What follows belongs to an exercise in optimizing a design on an open flow for small area; a production flow would make more cautious choices. Function was checked by simulation only, so behaviour that the tests miss may differ from the original. No activity file was given, so power comes from the tool's default toggle rates.

===== design.v =====
module RAM (
  input clk,
  input we_s,           
  input we_f,           
  input first,          
  input [9:0] din,      
  input [3:0] b,        
  input [2:0] m,        
  input [3:0] col,      
  input [2:0] page,     
  output [7:0] dout
);
  wire n0 = !m[2] && !m[0];
  wire n1 = m[0] && !m[1];
  wire n2 = m[1] && !m[2];
  wire n3 = m[2] && m[0];
  wire n4 = m[1] && !m[0];
  wire n5 = m[2] && !m[1];
  wire w_r0 = ((b == 4'b0001) && (n1 || n2)) || (b == 4'b0011);    
  wire ws_r0 = we_s && w_r0;
  wire wf_r0 = we_f && w_r0;
  wire w_r1 = ((b == 4'b0111) && (n1 || n2)) || (b == 4'b1110);    
  wire ws_r1 = we_s && w_r1;
  wire wf_r1 = we_f && w_r1;
  wire w_r2 = ((b == 4'b1101) && (n1 || n2)) || (b == 4'b1011);    
  wire ws_r2 = we_s && w_r2;
  wire wf_r2 = we_f && w_r2;
  wire w_r3 = ((b == 4'b0110) && (n1 || n2)) || (b == 4'b1100);    
  wire ws_r3 = we_s && w_r3;
  wire wf_r3 = we_f && w_r3;
  wire w_ra = ((b == 4'b0010) && (n0 || n1 || n2 || n5));    
  wire ws_ra = we_s && w_ra;
  wire wf_ra = we_f && w_ra;
  wire w_rb = ((b == 4'b0001) && (n0 || n3 || n4 || n5)) || ((b == 4'b0111) && (n0 || n3 || n4 || n5)) || ((b == 4'b1101) && (n0 || n3 || n4 || n5)) || ((b == 4'b0110) && (n0 || n3 || n4 || n5));    
  wire ws_rb = we_s && w_rb;
  wire wf_rb = we_f && w_rb;
  wire w_rc = (b == 4'b1001) || ((b == 4'b0010) && (n3 || n4));    
  wire ws_rc = we_s && w_rc;
  wire wf_rc = we_f && w_rc;
  reg [127:0] r0;
  reg [127:0] r1;
  reg [127:0] r2;
  reg [127:0] r3;
  reg [63:0] ra;
  reg [15:0] rb;
  reg [7:0] rc;
  always @(posedge clk) begin
    r0[18] <= (din[6] & first) | (r0[17] & !we_f);
    r0[45] <= (din[1] & !first) | (r0[44] & !we_s);
    r0[57] <= ws_r0 ? din[0] : r0[56];
    r0[78] <= (din[1] & first) | (r0[77] & !we_f);
    r0[90] <= wf_r0 ? din[0] : r0[89];
    r0[113] <= (din[6] & !first) | (r0[112] & !we_s);
    r0[0] <= r0[127];
    r0[17:1] <= r0[16:0];
    r0[44:19] <= r0[43:18];
    r0[56:46] <= r0[55:45];
    r0[77:58] <= r0[76:57];
    r0[89:79] <= r0[88:78];
    r0[112:91] <= r0[111:90];
    r0[127:114] <= r0[126:113];
    r1[6] <= (din[7] & first) | (r1[5] & !we_f);
    r1[33] <= (din[2] & !first) | (r1[32] & !we_s);
    r1[57] <= ws_r1 ? din[0] : r1[56];
    r1[66] <= (din[2] & first) | (r1[65] & !we_f);
    r1[90] <= wf_r1 ? din[0] : r1[89];
    r1[101] <= (din[7] & !first) | (r1[100] & !we_s);
    r1[0] <= r1[127];
    r1[5:1] <= r1[4:0];
    r1[32:7] <= r1[31:6];
    r1[56:34] <= r1[55:33];
    r1[65:58] <= r1[64:57];
    r1[89:67] <= r1[88:66];
    r1[100:91] <= r1[99:90];
    r1[127:102] <= r1[126:101];
    r2[21] <= (din[3] & !first) | (r2[20] & !we_s);
    r2[54] <= (din[3] & first) | (r2[53] & !we_f);
    r2[57] <= ws_r2 ? din[0] : r2[56];
    r2[89] <= (din[8] & !first) | (r2[88] & !we_s);
    r2[90] <= wf_r2 ? din[0] : r2[89];
    r2[122] <= (din[8] & first) | (r2[121] & !we_f);
    r2[0] <= r2[127];
    r2[20:1] <= r2[19:0];
    r2[53:22] <= r2[52:21];
    r2[56:55] <= r2[55:54];
    r2[88:58] <= r2[87:57];
    r2[121:91] <= r2[120:90];
    r2[127:123] <= r2[126:122];
    r3[9] <= (din[4] & !first) | (r3[8] & !we_s);
    r3[42] <= (din[4] & first) | (r3[41] & !we_f);
    r3[57] <= ws_r3 ? din[0] : r3[56];
    r3[77] <= (din[9] & !first) | (r3[76] & !we_s);
    r3[90] <= wf_r3 ? din[0] : r3[89];
    r3[110] <= (din[9] & first) | (r3[109] & !we_f);
    r3[0] <= r3[127];
    r3[8:1] <= r3[7:0];
    r3[41:10] <= r3[40:9];
    r3[56:43] <= r3[55:42];
    r3[76:58] <= r3[75:57];
    r3[89:78] <= r3[88:77];
    r3[109:91] <= r3[108:90];
    r3[127:111] <= r3[126:110];
    ra[26] <= wf_ra ? din[0] : ra[25];
    ra[30] <= (din[5] & first) | (ra[29] & !we_f);
    ra[57] <= ws_ra ? din[0] : ra[56];
    ra[61] <= (din[5] & !first) | (ra[60] & !we_s);
    ra[0] <= ra[63];
    ra[25:1] <= ra[24:0];
    ra[29:27] <= ra[28:26];
    ra[56:31] <= ra[55:30];
    ra[60:58] <= ra[59:57];
    ra[63:62] <= ra[62:61];
    rb[9] <= ws_rb ? din[0] : rb[8];
    rb[10] <= wf_rb ? din[0] : rb[9];
    rb[0] <= rb[15];
    rb[8:1] <= rb[7:0];
    rb[15:11] <= rb[14:10];
    rc[1] <= ws_rc ? din[0] : rc[0];
    rc[2] <= wf_rc ? din[0] : rc[1];
    rc[0] <= rc[7];
    rc[7:3] <= rc[6:2];
  end
  wire cf = (col == 4'b0001);
  wire p0 = (page == 3'd0);
  wire p1 = (page == 3'd1);
  wire p2 = (page == 3'd2);
  wire p3 = (page == 3'd3);
  wire p4 = (page == 3'd4);
  wire p5 = (page == 3'd5);
  wire p6 = (page == 3'd6);
  wire p7 = (page == 3'd7);
  wire s0_r0 = (col == 4'b0011) || (col == 4'b0110) || (cf && (p1));
  wire s0_r1 = (col == 4'b0111) || (col == 4'b1100) || (cf && (p3));
  wire s0_r2 = (col == 4'b1110) || (col == 4'b1001) || (cf && (p4));
  wire s0_r3 = (col == 4'b1101) || (col == 4'b0010) || (cf && (p6));
  wire s0_ra = (col == 4'b1011);
  wire s0_rb = (cf && (p2 || p5));
  wire s0_rc = (cf && (p7));
  wire s1_r0 = (col == 4'b0011) || (col == 4'b0110) || (cf && (p1));
  wire s1_r1 = (col == 4'b0111) || (col == 4'b1100) || (cf && (p2));
  wire s1_r2 = (col == 4'b1110) || (col == 4'b1001) || (cf && (p4));
  wire s1_r3 = (col == 4'b1101) || (col == 4'b0010) || (cf && (p5));
  wire s1_ra = (col == 4'b1011) || (cf && (p7));
  wire s1_rb = (cf && (p0 || p3));
  wire s1_rc = (cf && (p6));
  wire s2_r0 = (col == 4'b0011) || (col == 4'b0110) || (cf && (p0));
  wire s2_r1 = (col == 4'b0111) || (col == 4'b1100) || (cf && (p2));
  wire s2_r2 = (col == 4'b1110) || (col == 4'b1001) || (cf && (p3));
  wire s2_r3 = (col == 4'b1101) || (col == 4'b0010) || (cf && (p5));
  wire s2_ra = (col == 4'b1011);
  wire s2_rb = (cf && (p1 || p4));
  wire s2_rc = (cf && (p6));
  assign dout[0] = (s0_r0 & r0[7]) | (s0_r1 & r1[7]) | (s0_r2 & r2[7]) | (s0_r3 & r3[7]) | (s0_ra & ra[7]) | (s0_rb & rb[7]) | (s0_rc & rc[7]);
  assign dout[1] = (s0_r0 & r0[6]) | (s0_r1 & r1[6]) | (s0_r2 & r2[6]) | (s0_r3 & r3[6]) | (s0_ra & ra[6]) | (s0_rb & rb[6]) | (s0_rc & rc[6]);
  assign dout[2] = (s1_r0 & r0[5]) | (s1_r1 & r1[5]) | (s1_r2 & r2[5]) | (s1_r3 & r3[5]) | (s1_ra & ra[5]) | (s1_rb & rb[5]) | (s1_rc & rc[5]);
  assign dout[3] = (s1_r0 & r0[4]) | (s1_r1 & r1[4]) | (s1_r2 & r2[4]) | (s1_r3 & r3[4]) | (s1_ra & ra[4]) | (s1_rb & rb[4]) | (s1_rc & rc[4]);
  assign dout[4] = (s1_r0 & r0[3]) | (s1_r1 & r1[3]) | (s1_r2 & r2[3]) | (s1_r3 & r3[3]) | (s1_ra & ra[3]) | (s1_rb & rb[3]) | (s1_rc & rc[3]);
  assign dout[5] = (s1_r0 & r0[2]) | (s1_r1 & r1[2]) | (s1_r2 & r2[2]) | (s1_r3 & r3[2]) | (s1_ra & ra[2]) | (s1_rb & rb[2]) | (s1_rc & rc[2]);
  assign dout[6] = (s2_r0 & r0[1]) | (s2_r1 & r1[1]) | (s2_r2 & r2[1]) | (s2_r3 & r3[1]) | (s2_ra & ra[1]) | (s2_rb & rb[1]) | (s2_rc & rc[1]);
  assign dout[7] = (s2_r0 & r0[0]) | (s2_r1 & r1[0]) | (s2_r2 & r2[0]) | (s2_r3 & r3[0]) | (s2_ra & ra[0]) | (s2_rb & rb[0]) | (s2_rc & rc[0]);
endmodule
module RAM_ctrl (
  input [99:0] game_table,
  input clk,
  input rst_n,
  input data_valid,       
  input y_last,           
  input x_last,           
  input init,             
  output ready,
  output we_s,
  output we_f,
  output reg [9:0] din,
  output reg [3:0] b,
  output reg [2:0] m      
);
  localparam [4*15-1:0] BS = {4'b1000, 4'b0100, 4'b1010, 4'b0101, 4'b0010, 4'b1001, 4'b1100, 4'b0110, 4'b1011, 4'b1101, 4'b1110, 4'b0111, 4'b0011, 4'b0001, 4'b0000};
  wire [3:0] B [0:14];
  genvar g;
  generate for (g = 0; g < 15; g = g + 1) begin : g_b
    assign B[g] = BS[4*g +: 4];
  end endgenerate
  integer jj, kk;
  always @* begin
    for (jj = 0; jj < 10; jj = jj + 1) begin
      din[jj] = 1'b0;
      for (kk = 0; kk < 10; kk = kk + 1)
        din[jj] = din[jj] | ((b == B[kk + 1]) & game_table[10*kk + jj]);
    end
  end
  wire wr = (b != B[0]) && (b != B[11]) && (b != B[12]) && (b != B[13]);
  assign we_s = wr && !init;
  assign we_f = wr && init;
  assign ready = (b == B[13]) && m[2] && m[0];     
  always @(posedge clk or negedge rst_n) begin
    if (!rst_n) begin
      b <= 4'b0000;
      m <= 3'b000;                                    
    end else begin
      if (data_valid && y_last) begin
        if (x_last) begin b <= B[0]; m <= 3'b001; end    
        else begin b <= B[11]; m <= 3'b001; end           
      end else if (!ready) begin
        m <= {m[1:0], ~m[2]};
        if (m[1] && !m[2]) b <= {b[2:0], ~(b[3] ^ b[2])};    
      end
    end
  end
endmodule
module LCD_control (
  input wire clk,
  input wire rst_n,
  input wire [7:0] tap,      
  input wire ready,          
  output wire data_valid,    
  output wire [3:0] col,     
  output wire y_last,
  output wire x_last,
  output wire init,
  output wire [2:0] page,
  output wire LCD_di,
  output wire LCD_rw,
  output reg LCD_en,
  output wire LCD_rst,
  output wire [1:0] LCD_cs,
  output reg [7:0] LCD_data
);
  localparam [3:0] SETDSL = 4'b0000, E_X0 = 4'b0001, E_Y = 4'b0010, E_D0 = 4'b0011,
                   SETY = 4'b0100, IDLE = 4'b0101, D_D0 = 4'b0110, D_D1 = 4'b0111,
                   SETX = 4'b1000, E_X1 = 4'b1001, E_D = 4'b1011,
                   D_X = 4'b1101, D_D = 4'b1111;
  assign LCD_rst = rst_n;
  assign LCD_cs = 2'b10;
  assign LCD_rw = 1'b0;
  reg [3:0] state;
  assign LCD_di = state[3];
  reg [2:0] x_cnt;
  reg [3:0] yb;
  reg [2:0] ym;
  localparam [3:0] Y0 = 4'b0000, Y1 = 4'b0001, Y2 = 4'b0011, Y3 = 4'b0111, Y4 = 4'b1110,
                   Y5 = 4'b1101, Y6 = 4'b1011, Y7 = 4'b0110, Y8 = 4'b1100, Y9 = 4'b1001,
                   Y10 = 4'b0010, Y11 = 4'b0101;
  wire data_st = (state[2:0] == 3'b111);         
  assign data_valid = ready && data_st && !LCD_en;
  assign y_last = (yb == Y11) && ym[2] && ym[0];           
  assign x_last = (x_cnt == 3'd7);
  assign init = !state[2];
  assign col = yb;
  assign page = x_cnt;
  wire border = (yb == Y0) || (yb == Y11);
  wire first_byte = ym[1] && !ym[2];                        
  wire [7:0] rowmask = (x_cnt == 3'd0) ? 8'b0000_0011 : (x_cnt == 3'd7) ? 8'b1100_0000 : 8'b0;
  reg [7:0] cmd;
  always @* begin
    case (state)
      SETDSL:     cmd = 8'hc0;
      E_X0, E_X1, D_X, SETX: cmd = {5'b10111, x_cnt};    
      E_Y, SETY:  cmd = 8'h40;
      IDLE:       cmd = 8'h3f;
      default:    cmd = 8'h00;    
    endcase
  end
  wire load = !LCD_en && (state[2:1] == 2'b11 ? (data_valid && (border || first_byte)) : 1'b1);
  wire [7:0] data_next = data_st ? (tap | rowmask | {8{border}}) : cmd;
  always @(posedge clk or negedge rst_n) begin
    if (!rst_n) begin
      LCD_data <= 8'h00;
      LCD_en <= 1'b1;
      state <= SETDSL;
      x_cnt <= 3'd0;
      yb <= Y0;
      ym <= 3'b000;
    end else begin
      LCD_en <= ~LCD_en;
      if (load) LCD_data <= data_next;
      if (!LCD_en) begin
        case (state)
          SETDSL: state <= E_X0;
          E_X0, E_X1: state <= E_Y;
          E_Y:    state <= E_D0;
          E_D0, E_D: begin
            state <= E_D;
            if (y_last) begin
              x_cnt <= x_cnt + 1'b1;
              state <= x_last ? SETX : E_X1;
            end
          end
          SETX:   state <= SETY;
          SETY:   state <= IDLE;
          IDLE:   state <= D_D0;
          D_D0:   state <= D_D1;    
          D_D1, D_D: begin
            if (data_valid) begin
              state <= D_D;
              if (y_last) begin
                x_cnt <= x_cnt + 1'b1;
                state <= D_X;
              end
            end
          end
          D_X:    state <= (x_cnt == 3'd0) ? IDLE : D_D1;
          default: ;
        endcase
        if ((state[2:0] == 3'b011) || data_valid) begin    
          if (y_last) begin
            yb <= Y0; ym <= 3'b000;
          end else begin
            ym <= {ym[1:0], ~ym[2]};
            if (ym[0] && !ym[1]) yb <= {yb[2:0], ~(yb[3] ^ yb[2])};    
          end
        end
      end
    end
  end
endmodule
module lcd_renderer (
  input clk,
  input rst_n,
  input [99:0] game_table,
  output LCD_rst,
  output [1:0] LCD_cs,
  output LCD_rw,
  output LCD_di,
  output [7:0] LCD_data,
  output LCD_en
);
  wire ready, out_valid, we_s, we_f, y_last, x_last, init;
  wire [9:0] din;
  wire [3:0] col;
  wire [7:0] tap;
  wire [3:0] wb;
  wire [2:0] wm, page;
  RAM_ctrl ram_c (
    .game_table(game_table), .clk(clk), .rst_n(rst_n), .data_valid(out_valid),
    .y_last(y_last), .x_last(x_last), .init(init), .ready(ready),
    .we_s(we_s), .we_f(we_f), .din(din), .b(wb), .m(wm)
  );
  RAM R1 (.clk(clk), .we_s(we_s), .we_f(we_f), .first(init), .din(din), .b(wb), .m(wm),
          .col(col), .page(page), .dout(tap));
  LCD_control LCD_ctrl (
    .clk(clk), .rst_n(rst_n), .tap(tap), .ready(ready), .data_valid(out_valid),
    .col(col), .y_last(y_last), .x_last(x_last), .init(init), .page(page),
    .LCD_di(LCD_di), .LCD_rw(LCD_rw), .LCD_en(LCD_en), .LCD_rst(LCD_rst),
    .LCD_cs(LCD_cs), .LCD_data(LCD_data)
  );
endmodule

===== flow/run.sh =====
#!/bin/bash
# Layout flow: the standard ORFS flow (standard.sh) with these changes:
#  - synthesis: the standard synthesis, but yosys abc maps the logic with
#    the area-oriented script flow/abc_area.script and no adder cells are
#    extracted (flow/synth_area.tcl); the registers are the standard
#    synthesis's;
#  - port buffers use the smallest buffer (buf_1) instead of ORFS's default
#    pick; every input and output port still gets its own buffer;
#  - clock tree synthesis builds leaf clusters of at most 10 sinks driven by
#    clkbuf_4 and inserts no dummy loads.
# Each tool's full output goes to a log file in this folder (make.log) and to
# ORFS's own per-step logs under orfs/logs/.
set -euo pipefail
export FLOW_SYNTH_TCL="$PWD/synth_recipe.tcl"
export FLOW_ABC_AREA_SCRIPT="$PWD/flow/abc_area.script"
cat >> config.mk <<'C'
export BUFFER_PORTS_ARGS = -buffer_cell sky130_fd_sc_hd__buf_1
export CTS_ARGS = -sink_clustering_enable -repair_clock_nets -dont_use_dummy_load -buf_list sky130_fd_sc_hd__clkbuf_4 -sink_clustering_size 10 -sink_clustering_max_diameter 40
C
bash standard.sh "SYNTH_SCRIPT=$PWD/flow/synth_area.tcl" finish > make.log 2>&1

===== flow/abc_area.script =====
strash
&get -n
&fraig -x
&put
dc2
strash
&get -n
&dc2
&dch -f
&nf -R 2000 -C 20
&put

===== flow/synth_area.tcl =====
# The standard synthesis (synth_recipe.tcl, sourced unchanged: ORFS's
# synth.tcl with yosys synth -nofsm -noshare, then flatten and rename) with
# two changes to the combinational logic only:
#  - yosys abc maps the logic with the area-oriented script
#    flow/abc_area.script instead of ORFS's delay-oriented one;
#  - half and full adders are not extracted into adder cells (extract_fa is
#    skipped), so abc maps the counters' increments with the rest.
# Flip-flops are mapped before abc and abc does not touch them, so the
# registers (count, names, cell types) are those of the standard synthesis.
proc abc {args} {
  set i [lsearch -exact $args -script]
  if {$i >= 0} { lset args [expr {$i + 1}] $::env(FLOW_ABC_AREA_SCRIPT) }
  yosys abc {*}$args
}
proc extract_fa {args} {}
source $::env(FLOW_SYNTH_TCL)

===== standard.sh =====
#!/bin/bash
# synth_recipe.tcl (not shown) runs the flow's synth.tcl, then flattens the netlist and writes it again
# the make line also repeats each setting of config.mk as NAME=value (left out here)
make -C /OpenROAD-flow-scripts/flow DESIGN_CONFIG=/design/flow/config.mk WORK_HOME=/design/flow/orfs CLKGATE_MAP_FILE= SYNTH_SCRIPT=/design/flow/synth_recipe.tcl "${@:-finish}"

===== config.mk =====
export PLATFORM = sky130hd
export DESIGN_NAME = lcd_renderer
export DESIGN_NICKNAME = lcd_renderer
export VERILOG_FILES = /design/flow/design.v
export SDC_FILE = /design/flow/constraint.sdc
export NUM_CORES = 4
export LEC_CHECK = 0
export CAP_MARGIN = 20
export CORE_MARGIN = 2
export CORE_UTILIZATION = 70
export SLEW_MARGIN = 20
export BUFFER_PORTS_ARGS = -buffer_cell sky130_fd_sc_hd__buf_1
export CTS_ARGS = -sink_clustering_enable -repair_clock_nets -dont_use_dummy_load -buf_list sky130_fd_sc_hd__clkbuf_4 -sink_clustering_size 10 -sink_clustering_max_diameter 40

===== constraint.sdc =====
create_clock -name core_clock -period 10.0 [get_ports {clk}]
set_input_delay 2.0000 -clock core_clock [delete_from_list [all_inputs] [get_ports {clk}]]
set_output_delay 2.0000 -clock core_clock [all_outputs]
set_load 0.01 [all_outputs]

==> results.toml, run 1 <==
[outcome]
run_status = "complete, no violations"

[clock_tree]
root_buffer = "clkbuf_4"
hold_buffers = 0
cts_setup_buffers = 0
max-clock-path-buffers = 3
cts_sinks = 630
cts_resized = 0
clk_latency_ps = 680
path_clk_slew_ps = 100
cts_tree = "yes"
cts.htree.levels = 3
numCtsBuffers = 73

[global_route]
grt_first_pass_wirelength_um = 39300
overflow = 0
grt_max_degree = 32
grt_usage = 0.233
grt_pass1_vias = 7519
antenna_found_initial = 1

[drt]
wl_per_cell_um = 17.5
totalWireLength_um = 24900
drtIter0Drc = 621
ant_nets = 0
avgViaCountPerCell = 5.30
drc = 0
vias = 7543
firstDrtPassIters = 7

[logic_synthesis]
synth.largest_area_cell = "dfxtp_1"
syn_avg_cell_area_um2 = 15.5
synth_top_family_by_area = "compound AO/OA/AOI/OAI gates"
synthTopCellsByArea = "dfxtp_1 (81%), dfrtp_1 (4.9%), a222oi_1 (2.3%), mux2_1 (1.4%), nand2_1 (1.3%)"
synth_compound_area_frac = 0.0687
synthMuxAreaShare = 0.0137
synth.top_cell.area_share = 0.812
seq_area_frac_synth = 0.863
synth_xor_area_frac = 0.00118
ys_types = 36
ys_ff_latch = 630
yosys.area_share.simple = 0.0486
yosys_warnings = 3
syn_inst = 955
synth_fa_ha_area_frac = 0.000677
syn_area_um2 = 14800

[timing]
fin_skew_ps = 53.9
rsz0062_at_grt = "false"
setup_viol = 0
hold_viol = 0
layout_min_cycle_time_ps = 4840
timing.hold.ws_ps = 279
clock.fmax_mhz = 207
period_share = 0.484
tightest_slew_ps = 1240
slew_viol_final = 0
maxSlewHeadroom = 0.169
setup_tns_ps = 0

[worst_setup_path]
reg2reg_setup_slack_ps = 6700
end_kind = "output port"
cp_cell_sequence = "clkbuf_2 -> buf_1"
cp_slowest_cell = "clkbuf_2"
crit_buf_inv = 2
critical_path.startpoint = "rst_n"
crit_fanout = 31
critPathRequiredTime_ps = 8000
slowest_delay_ps = 610
cp-start-kind = "input pin"
path_delay_family = "buffers and inverters"
arrival_ps = 2840
path_class = "in -> out"
r2r-start = "ram_c.b[3]"

[die]
core_um2 = 20900
pin_count = 116
dieArea_um2 = 22300
start_util = 0.708
die_w_um = 149
rows = 53
chipHeight_um = 149

[power_and_ir_drop]
peakVddDrop_uv = 136
power.density_nw_per_um2 = 228
cellLeakagePower_nw = 6.58

[place]
gp_congestion = 0.911
dp.final_hpwl_um = 16300
io_buffer_count = 112

[cells_and_area]
drive_above_1_share = 0.0750
syn2layout_area_growth_pct = 9.26
final_common_cell = "dfxtp_1"
layout_common_cells = "dfxtp_1 (600), buf_1 (111), clkbuf_4 (73)"
nets = 1251

[hold_path]
min-delay-start = "R1.r3[63]"
min_path_type = "reg -> reg"

[job]
maxCapViolCount = 0
state kept, by name (all words and copies together) (netlist names):
register           count
R1.r3                128
R1.r0                128
LCD_ctrl.LCD_en        1
LCD_ctrl.ym            3
R1.rb                 16
LCD_ctrl.yb            4
ram_c.b                4
LCD_ctrl.state         4
ram_c.m                3
R1.r2                128
R1.ra                 64
R1.r1                128
LCD_ctrl.LCD_data      8
R1.rc                  8
LCD_ctrl.x_cnt         3
path summary, 6_finish.rpt:
check / end / cells past startpoint
max: LCD_rst / 2
min: R1.r3[64] / 0
max reg2reg: LCD_ctrl.LCD_data[2] / 10
min reg2reg: R1.r3[64] / 0
max in group asynchronous: LCD_ctrl.yb[0] / 1
min in group asynchronous: LCD_ctrl.ym[1] / 1
cells in the mapped netlist:
cell	number
xnor2_1	1
a221oi_1	9
a21o_1	1
dfstp_2	1
nand2_1	53
o211ai_1	1
nor4_1	1
dfxtp_1	600
nand4_1	12
nor3_1	8
conb_1	2
and3_1	3
a31oi_1	9
dfrtp_1	29
maj3_1	1
a22o_1	12
xor2_1	1
and2_0	4
nand2b_1	9
o41ai_1	3
o22a_1	3
or3_1	2
buf_4	4
o21a_1	2
o21bai_1	1
mux2_1	18
or2_0	5
and4_1	3
a222oi_1	34
clkinv_1	6
o21ai_0	30
a21oi_1	18
nor2_1	44
a22oi_1	14
nand3_1	5
nor2b_1	6
worst reg2reg max path, delay by kind of cell, from the launching register on:
kind / cells / cell delay (ps)
compound gates: 6 / 1780
simple gates: 4 / 950
flops: 1 / 470
kinds of logic (layout without fill, tap and decap cells):
family | count (synthesis) | count (layout)
other cells | 2 | 4
mux | 18 | 18
buf+inv | 10 | 201
flops | 630 | 630
xor+xnor | 2 | 2
simple gates | 155 | 155
compound gates | 137 | 137
fa+ha+maj | 1 | 1
layout make-up:
class / instances / area [um^2]
tap: 275 / 344
fill: 1238 / 4730
antenna: 1 / 2.50
timing repair buffer: 122 / 497
multi-input combinational: 316 / 1980
clock buffer: 73 / 548
inverter: 6 / 22.5
sequential: 630 / 12800
where the power goes:
part,switching (W),internal (W)
combinational,0.0000161,0.0000153
clock,0.000683,0.000339
sequential,0.0000292,0.00261
metal layers:
metal / routed length [um] / GRT usage
met4: 315 / 0.0762
met2: 11400 / 0.354
met1: 11500 / 0.334
met3: 1710 / 0.0566
met5: 0 / 0
metrics by stage:
stage | setup slack (ps) | utilization | std cells | area, um^2 | power (W)
detailed placement | 5140 | 0.747 | 1349 | 15600 | 0.00273
global route | 5050 | 0.774 | 1423 | 16200 | 0.00385
floorplan | 5880 | - | 956 | 14800 | 0.00269
global placement | 5170 | 0.747 | 1349 | 15600 | 0.00272
CTS | 5140 | 0.773 | 1422 | 16200 | 0.00373
finish | 5160 | 0.774 | 1423 | 16200 | 0.00369
==> run 2, diff against run 1 <==
--- a/flow/run.sh
+++ b/flow/run.sh
@@ -6,7 +6,7 @@
 #    synthesis's;
 #  - port buffers use the smallest buffer (buf_1) instead of ORFS's default
 #    pick; every input and output port still gets its own buffer;
-#  - clock tree synthesis builds leaf clusters of at most 10 sinks driven by
+#  - clock tree synthesis builds leaf clusters of at most 11 sinks driven by
 #    clkbuf_4 and inserts no dummy loads.
 # Each tool's full output goes to a log file in this folder (make.log) and to
 # ORFS's own per-step logs under orfs/logs/.
@@ -15,6 +15,6 @@
 export FLOW_ABC_AREA_SCRIPT="$PWD/flow/abc_area.script"
 cat >> config.mk <<'C'
 export BUFFER_PORTS_ARGS = -buffer_cell sky130_fd_sc_hd__buf_1
-export CTS_ARGS = -sink_clustering_enable -repair_clock_nets -dont_use_dummy_load -buf_list sky130_fd_sc_hd__clkbuf_4 -sink_clustering_size 10 -sink_clustering_max_diameter 40
+export CTS_ARGS = -sink_clustering_enable -repair_clock_nets -dont_use_dummy_load -buf_list sky130_fd_sc_hd__clkbuf_4 -sink_clustering_size 11 -sink_clustering_max_diameter 40
 C
 bash standard.sh "SYNTH_SCRIPT=$PWD/flow/synth_area.tcl" finish > make.log 2>&1
--- a/config.mk
+++ b/config.mk
@@ -10,4 +10,4 @@
 export CORE_UTILIZATION = 70
 export SLEW_MARGIN = 20
 export BUFFER_PORTS_ARGS = -buffer_cell sky130_fd_sc_hd__buf_1
-export CTS_ARGS = -sink_clustering_enable -repair_clock_nets -dont_use_dummy_load -buf_list sky130_fd_sc_hd__clkbuf_4 -sink_clustering_size 10 -sink_clustering_max_diameter 40
+export CTS_ARGS = -sink_clustering_enable -repair_clock_nets -dont_use_dummy_load -buf_list sky130_fd_sc_hd__clkbuf_4 -sink_clustering_size 11 -sink_clustering_max_diameter 40
==> run 2 against run 1 <==
Compared with the run above: highest routed layer unchanged; largest cell class unchanged; critical endpoint unchanged; largest power group unchanged; still clean; synthesized area did not move; worst hold slack got worse by 1.9 ps; first-iteration DRC count down 2.3%.
==> results.toml, run 2 <==
[logic_synthesis]
syn_avg_cell_area_um2 = 15.5
syn_inst = 955
synth_async_sr_flop_share = 0.0476
synthFlopType = "dfxtp_1"
synth.most_common_cell = "dfxtp_1"
seq_area_frac_synth = 0.863
synth_edf_count = 0
ys_types = 36
syn_area_um2 = 14800
yosys_warnings = 3
synth.largest_area_cell = "dfxtp_1"
synth.top_cell.area_share = 0.812
ys_ff_latch = 630
synthTopCellsByArea = "dfxtp_1 (81%), dfrtp_1 (4.9%), a222oi_1 (2.3%), mux2_1 (1.4%), nand2_1 (1.3%)"
yosys-top-cells-count = "dfxtp_1 (600), nand2_1 (53), nor2_1 (44), a222oi_1 (34), o21ai_0 (30)"

[clock_tree]
cts_tree = "yes"
numCtsBuffers = 68
cts_sinks = 630
root_buffer = "clkbuf_4"
cts_setup_buffers = 0
max-clock-path-buffers = 3
cts.htree.levels = 3
path_clk_slew_ps = 100
cts_resized = 0
hold_buffers = 0
clk_latency_ps = 700

[worst_setup_path]
path_class = "in -> out"
critPathRequiredTime_ps = 8000
r2r-start = "ram_c.b[3]"
cp_cell_sequence = "clkbuf_2 -> buf_1"
critical_path.startpoint = "rst_n"
cp_slowest_cell = "clkbuf_2"
r2r-end = "LCD_ctrl.LCD_data[2]"
slowest_delay_ps = 590
path_depth = 2
crit_buf_inv = 2
critical_path.endpoint = "LCD_rst"
path_delay_family = "buffers and inverters"
reg2reg_setup_slack_ps = 6620
arrival_ps = 2820
end_kind = "output port"
cp-start-kind = "input pin"
crit_fanout = 31
rr_worst_depth = 10

[place]
pre_cts_slack_ps = 5140
placed_cells = 1349
io_buffer_count = 112
gp_congestion = 0.911
dp.final_hpwl_um = 16300

[global_route]
grt_pass1_vias = 7445
grt_usage = 0.230
overflow = 0
antenna_found_initial = 1
grt_first_pass_wirelength_um = 38700
grt_max_degree = 32

[drt]
avgViaCountPerCell = 5.31
drc = 0
ant_nets = 0
wl_per_cell_um = 17.5
vias = 7529
drtIter0Drc = 607
firstDrtPassIters = 8
totalWireLength_um = 24800

[power_and_ir_drop]
switching_share = 0.196
power.share.sequential = 0.722
peakVddDrop_uv = 165
power.internal_w = 0.00294
pwr-share-comb = 0.009
clkPwrFrac = 0.270
power.density_nw_per_um2 = 227
netSwitchingPower_w = 0.000716
cellLeakagePower_nw = 6.55

[hold_path]
min_path_type = "reg -> reg"
min-delay-start = "R1.r1[115]"

[timing]
setup_tns_ps = 0
tightest_slew_ps = 1180
worst_slack_ps = 5180
layout_min_cycle_time_ps = 4820
hold_viol = 0
fin_skew_ps = 71.3
maxSlewHeadroom = 0.210
setup_viol = 0
clock.fmax_mhz = 208
slew_viol_final = 0
period_share = 0.482
rsz0062_at_grt = "false"

[die]
die_w_um = 149
rows = 53
dieArea_um2 = 22300
core_um2 = 20900
chipHeight_um = 149
pin_count = 116
start_util = 0.708

[cells_and_area]
layout_common_cells = "dfxtp_1 (600), buf_1 (111), clkbuf_4 (68)"
final_cells = 1419
final_common_cell = "dfxtp_1"
drive_above_1_share = 0.0709
nets = 1246
syn2layout_area_growth_pct = 9.03

[job]
maxCapViolCount = 0

[outcome]
run_status = "complete, no violations"
-- run 2: cell count changes in the layout (fill, tap and decap cells not counted), sizes merged --
| cell | previous run | this run |
|---|---|---|
| diode | 1 | 2 |
| clkbuf | 74 | 69 |
-- run 2: kinds of logic (layout without fill, tap and decap cells) --
group                    Yosys count  count (layout)  synth area share
XOR/XNOR                           2               2           0.00118
AND/OR/NAND/NOR                  155             155            0.0486
buffers and inverters             10             196           0.00355
multiplexers                      18              18            0.0137
other                              2               5          0.000508
flip-flops                       630             630             0.863
adder cells (fa/ha/maj)            1               1          0.000677
AO/OA/AOI/OAI                    137             137            0.0687
-- run 2: how the worst min path moves through the flow --
stage / to / slack (ps) / cells past startpoint
2_1_floorplan: R1.r0[0] / 310 / 0
3_3_place_gp: R1.r0[63] / 310 / 0
3_5_place_dp: R1.r0[112] / 310 / 0
4_1_cts: R1.r3[85] / 280 / 0
5_1_grt: R1.r1[116] / 270 / 0
6_report: R1.r1[116] / 280 / 0
-- run 2: metal layers --
metal,vias up,track usage,wire [um]
met3,51,0.0468,1700
li1,3646,-,-
met2,290,0.354,11200
met1,3542,0.327,11300
met4,0,0.0852,588
met5,-,0,0
-- run 2: final cells by class --
type	instances	area [um^2]
sequential	630	12800
antenna	2	5.00
tap	275	344
multi-input combinational	316	1980
clock buffer	68	510
fill	1231	4770
timing repair buffer	122	497
inverter	6	22.5
-- run 2: metrics by stage --
stage | total power [W] | utilization | hold slack [ps] | cell area (um^2)
finish | 0.00366 | 0.772 | 277 | 16100
global route | 0.00380 | 0.772 | 273 | 16100
CTS | 0.00369 | 0.772 | 275 | 16100
detailed placement | 0.00273 | 0.747 | 312 | 15600
global placement | 0.00272 | 0.747 | 309 | 15600
floorplan | 0.00269 | - | 310 | 14800
-- run 2: power by group through the flow --
stage               registers (W)  logic [W]  clock network (W)
CTS                       0.00264  0.0000310            0.00102
finish                    0.00264  0.0000313           0.000987
global placement          0.00269  0.0000296                  0
global route              0.00265  0.0000342            0.00112
detailed placement        0.00269  0.0000308                  0
floorplan                 0.00268  0.0000108                  0

[afterwards: timing with drivers on the ports]
The results above use ideal ports. As a check the final layouts listed here were re-extracted and re-timed, cells and wires unchanged.
Step 1 sets driving cells, clkbuf_16 on the clock port and buf_2 on the other inputs (assumed; they add their load-dependent delay and slew).
Step 2 moves the port delays by t, midway between the first and last clock arrival at a register: inputs arrive t later, outputs are due t later. That takes back most of the time a late clock gives input paths.
a / b / c = ideal ports / drivers / drivers and shift; a / b = the first two.
run | shift t [ns] | setup slack, ns | hold slack, ns | worst setup path at the end | worst data-port slew with drivers (ns)
run 1 | 0.686 | 5.162 / 5.137 / 5.137 | 0.279 / 0.279 / 0.279 | input to output | 0.04
run 2 | 0.688 | 5.183 / 5.157 / 5.157 | 0.277 / 0.277 / 0.277 | input to output | 0.04
After both steps every run listed still meets setup and hold. For run 2, which loses most, drivers alone change the setup slack by -0.026 ns; drivers and shift together by -0.026 ns.
